This is an optimization exercise on Yosys and OpenROAD, whose aim is small area, a short achievable clock period and few clock cycles per item, not a production implementation. In this exercise RTL edits were held to simulation tests only and were not proved equivalent to the original.

Setup of v34:
// ebpc_encoder
module ebpc_encoder
  (
   input logic               clk_i,
   input logic               rst_ni,
   input logic [DATA_W-1:0]  data_i,
   input logic               last_i,
   input logic               vld_i,
   output logic              rdy_o,
   output logic              idle_o,
   output logic [DATA_W-1:0] znz_data_o,
   output logic              znz_last_o,
   output logic              znz_vld_o,
   input logic               znz_rdy_i,
   output logic [DATA_W-1:0] bpc_data_o,
   output logic              bpc_last_o,
   output logic              bpc_vld_o,
   input logic               bpc_rdy_i,
   output logic              blk_done_o
   );
  logic              iv_q;
  logic [DATA_W-1:0] id_q;
  logic              il_q, inz_q;
  logic              take;
  logic              znz_room, nz_ok;
  logic [5:0]        znz_code;
  logic [3:0]        znz_len;
  logic              coder_free, xfer, xfer_tag;
  logic [0:BLOCK_SIZE-1][DATA_W-1:0] words;
  logic              bpc_room, code_vld, code_end;
  logic [7:0]        code;
  logic [3:0]        code_len;
  logic              xfer_open, res_nz, res_last;
  logic              full_d, coder_busy_d;
  logic              cv_q, ce_q, code_free;
  logic [7:0]        cd_q;
  logic [3:0]        cl_q;
  assign idle_o = 1'b0;
  logic              ok_q, ok_d, iv_d, inz_d;
  logic              znz_room_d, nz_ok_d, coder_free_d, bpc_room_d, cv_d;
  logic              accept;
  logic              rdy_q;    
  assign take   = iv_q && ok_q;
  assign rdy_o  = rdy_q;
  assign accept = vld_i && (!iv_q || ok_q);
  assign iv_d         = accept || (iv_q && !take);
  assign inz_d        = accept ? |data_i : inz_q;
  assign cv_d         = code_free ? code_vld : cv_q;
  assign coder_free_d = !coder_busy_d && (!cv_d || bpc_room_d);
  assign ok_d         = znz_room_d && (!inz_d || nz_ok_d);
  always_ff @(posedge clk_i or negedge rst_ni) begin
    if (~rst_ni)
      iv_q <= 1'b0;
  ...
clock: 12.0 ns
lec_check: 0
abc_area: 1
cap_margin: 20
core_margin: 2
core_utilization: 55
cts_cluster_diameter: 100
cts_cluster_size: 25
place_density: 0.7
slew_margin: 20
standard.sh (not shown) runs the stock make flow with config.mk's settings and CLKGATE_MAP_FILE= SYNTH_SCRIPT=/design/flow/synth_recipe.tcl, a recipe that flattens the netlist after the stock synthesis.
==> flow/flow/run.sh <==
#!/bin/bash
# Standard layout, with repair_timing asked for extra setup slack against
# the design's own constraints (same SDC, same clock period).
cp standard.sh standard_copy.sh.txt 2>/dev/null
export SETUP_SLACK_MARGIN=8.8
bash standard.sh > standard_flow.log 2>&1
Testbench counts of v34, summed over its fixed seeds: cycles 28,903, words 28,155.
Relative to v34, the following input files were edited for v6:
- CORE_UTILIZATION changed from 55 to 65
- PLACE_DENSITY changed from 0.7 to 0.8
--- a/flow/flow/run.sh
+++ b/flow/flow/run.sh
@@ -3,4 +3,5 @@
 # the design's own constraints (same SDC, same clock period).
 cp standard.sh standard_copy.sh.txt 2>/dev/null
-export SETUP_SLACK_MARGIN=8.8
+export SETUP_SLACK_MARGIN=8.6
+export CTS_ARGS="-sink_clustering_enable -repair_clock_nets -sink_clustering_size 25 -sink_clustering_max_diameter 100 -dont_use_dummy_load"
 bash standard.sh > standard_flow.log 2>&1
### Flow results
Looking at overall die area, v6 sits about 15% lower than v34 does. Compared with v34, v6 shows wire length on met3 higher by about 8%. Final period utilization was higher in v34 than in v6. Compared to v34, v6 has area of the core about 15% lower. Design area | v6 below v34.


Another version of the RTL of ebpc_encoder (not shown whole).
Size in the first run: about 1200 cells after synthesis, ~280 flip-flops, roughly 37 I/O pins.
Settings: LEC_CHECK=0, CAP_MARGIN=20, CORE_MARGIN=2, CORE_UTILIZATION=55, PLACE_DENSITY=0.7, SLEW_MARGIN=20; clock period 12.0 ns.
==> flow/flow/run.sh <==
#!/bin/bash
# Standard layout, with repair_timing asked for extra setup slack against
# the design's own constraints (same SDC, same clock period).
cp standard.sh standard_copy.sh.txt 2>/dev/null
export SETUP_SLACK_MARGIN=8.6
bash standard.sh > standard_flow.log 2>&1
Testbench counts at the start, summed over its fixed seeds: cycles 28,903, words 28,155.
Change:
- CORE_UTILIZATION: 55 -> 70
- CTS_CLUSTER_DIAMETER: unset -> 100
- CTS_CLUSTER_SIZE: unset -> 25
- PLACE_DENSITY: 0.7 -> 0.8
Outcome: The changed run finished clean; first-iteration DRC count climbs by roughly a tenth; clock skew is higher by 0.018 ns; global-route usage rose by 4.8 points.


Starting RTL as in the previous note.
==> flow/config.mk <==
export PLATFORM = sky130hd
export DESIGN_NAME = ebpc_encoder
export DESIGN_NICKNAME = ebpc_encoder
export VERILOG_FILES = /design/flow/design.v
export SDC_FILE = /design/flow/constraint.sdc
export NUM_CORES = 4
export LEC_CHECK = 0
export CAP_MARGIN = 20
export CORE_MARGIN = 2
export CORE_UTILIZATION = 55
export CTS_CLUSTER_DIAMETER = 100
export CTS_CLUSTER_SIZE = 25
export PLACE_DENSITY = 0.7
export SLEW_MARGIN = 20
==> flow/constraint.sdc <==
create_clock -name core_clock -period 12.0 [get_ports {clk_i}]
set_input_delay 2.4000 -clock core_clock [delete_from_list [all_inputs] [get_ports {clk_i}]]
set_output_delay 2.4000 -clock core_clock [all_outputs]
set_load 0.01 [all_outputs]
Scripts as last shown in full above: flow/flow/run.sh
The baseline finished clean.
Testbench counts at the start, summed over its fixed seeds: cycles 28,903, words 28,155.
Rerun with:
- CORE_UTILIZATION: 55 -> 40
- CTS_CLUSTER_DIAMETER: 100 -> default
- CTS_CLUSTER_SIZE: 25 -> default
- PLACE_DENSITY: 0.7 -> 0.6
Outcome: Routed wire length came out higher by about 2.6%; setup slack got worse by 0.030 ns; utilization came out lower by 14 points; die area came out higher by about 36%; final area came out higher by 5.8%; maximum frequency came out lower by about 0.9%.
Rerun with:
- CORE_UTILIZATION: 40 -> 55
- CTS_CLUSTER_DIAMETER: default -> 70
- CTS_CLUSTER_SIZE: default -> 30
- PLACE_DENSITY: 0.6 -> 0.7
Effect: Cell count goes down by 8.6%; synthesized cell count stays the same; global-route usage went up by 5.4 points; worst setup slack is better by 0.0089 ns; clock skew went up by 0.025 ns; critical path depth is unchanged; die area goes down by 27%; count of clock-buffer cells in the layout shrinks by 23.
Rerun with:
- CTS_CLUSTER_DIAMETER: 70 -> 100
Final cell count shrinks slightly.
Setup slack improved by 0.026 ns.
Clock-buffer cell count came out lower by 1.
Critical path depth does not change.
Global-route usage came out lower by 0.24 points.
Clock skew barely changes.

-- what the ideal ports hide --
The results above use ideal ports. As a check the final layouts listed here were re-extracted and re-timed, cells and wires unchanged. Step 1: set_driving_cell puts a clkbuf_16 on clk_i and a buf_2 on each other input, an assumption about the parent block. Step 2, shift: input delay + t, output delay - t, t = (earliest + latest rising clock arrival at the registers) / 2. This alone moves slack from input paths to output paths. Slacks: ideal / step 1 / step 2; pairs: ideal / step 1.
run	t (ns)	setup WS [ns]	worst register clock-pin slew, ns	worst slew at a driven data input, ns	cell pins on the clock port's net
v34	0.542	8.549 / 8.500 / 8.360	0.10 / 0.10	0.03	1
v6	0.518	8.575 / 8.530 / 8.187	0.10 / 0.10	0.04	1
the first run of note 2	0.593	8.497 / 8.450 / 8.112	0.06 / 0.06	0.03	1
the second run of note 2	0.536	8.505 / 8.459 / 8.128	0.10 / 0.10	0.04	1
the first run of note 3	0.542	8.524 / 8.473 / 8.126	0.10 / 0.10	0.03	1
the second run of note 3	0.589	8.494 / 8.446 / 8.106	0.06 / 0.06	0.03	1
the third run of note 3	0.555	8.503 / 8.456 / 8.109	0.11 / 0.11	0.03	1
the fourth run of note 3	0.545	8.529 / 8.481 / 8.136	0.12 / 0.12	0.03	1
After both steps every run listed still meets setup and hold. The setup slack of the first run of note 3, which loses most, moves by -0.051 ns with the drivers and by -0.398 ns with both steps.
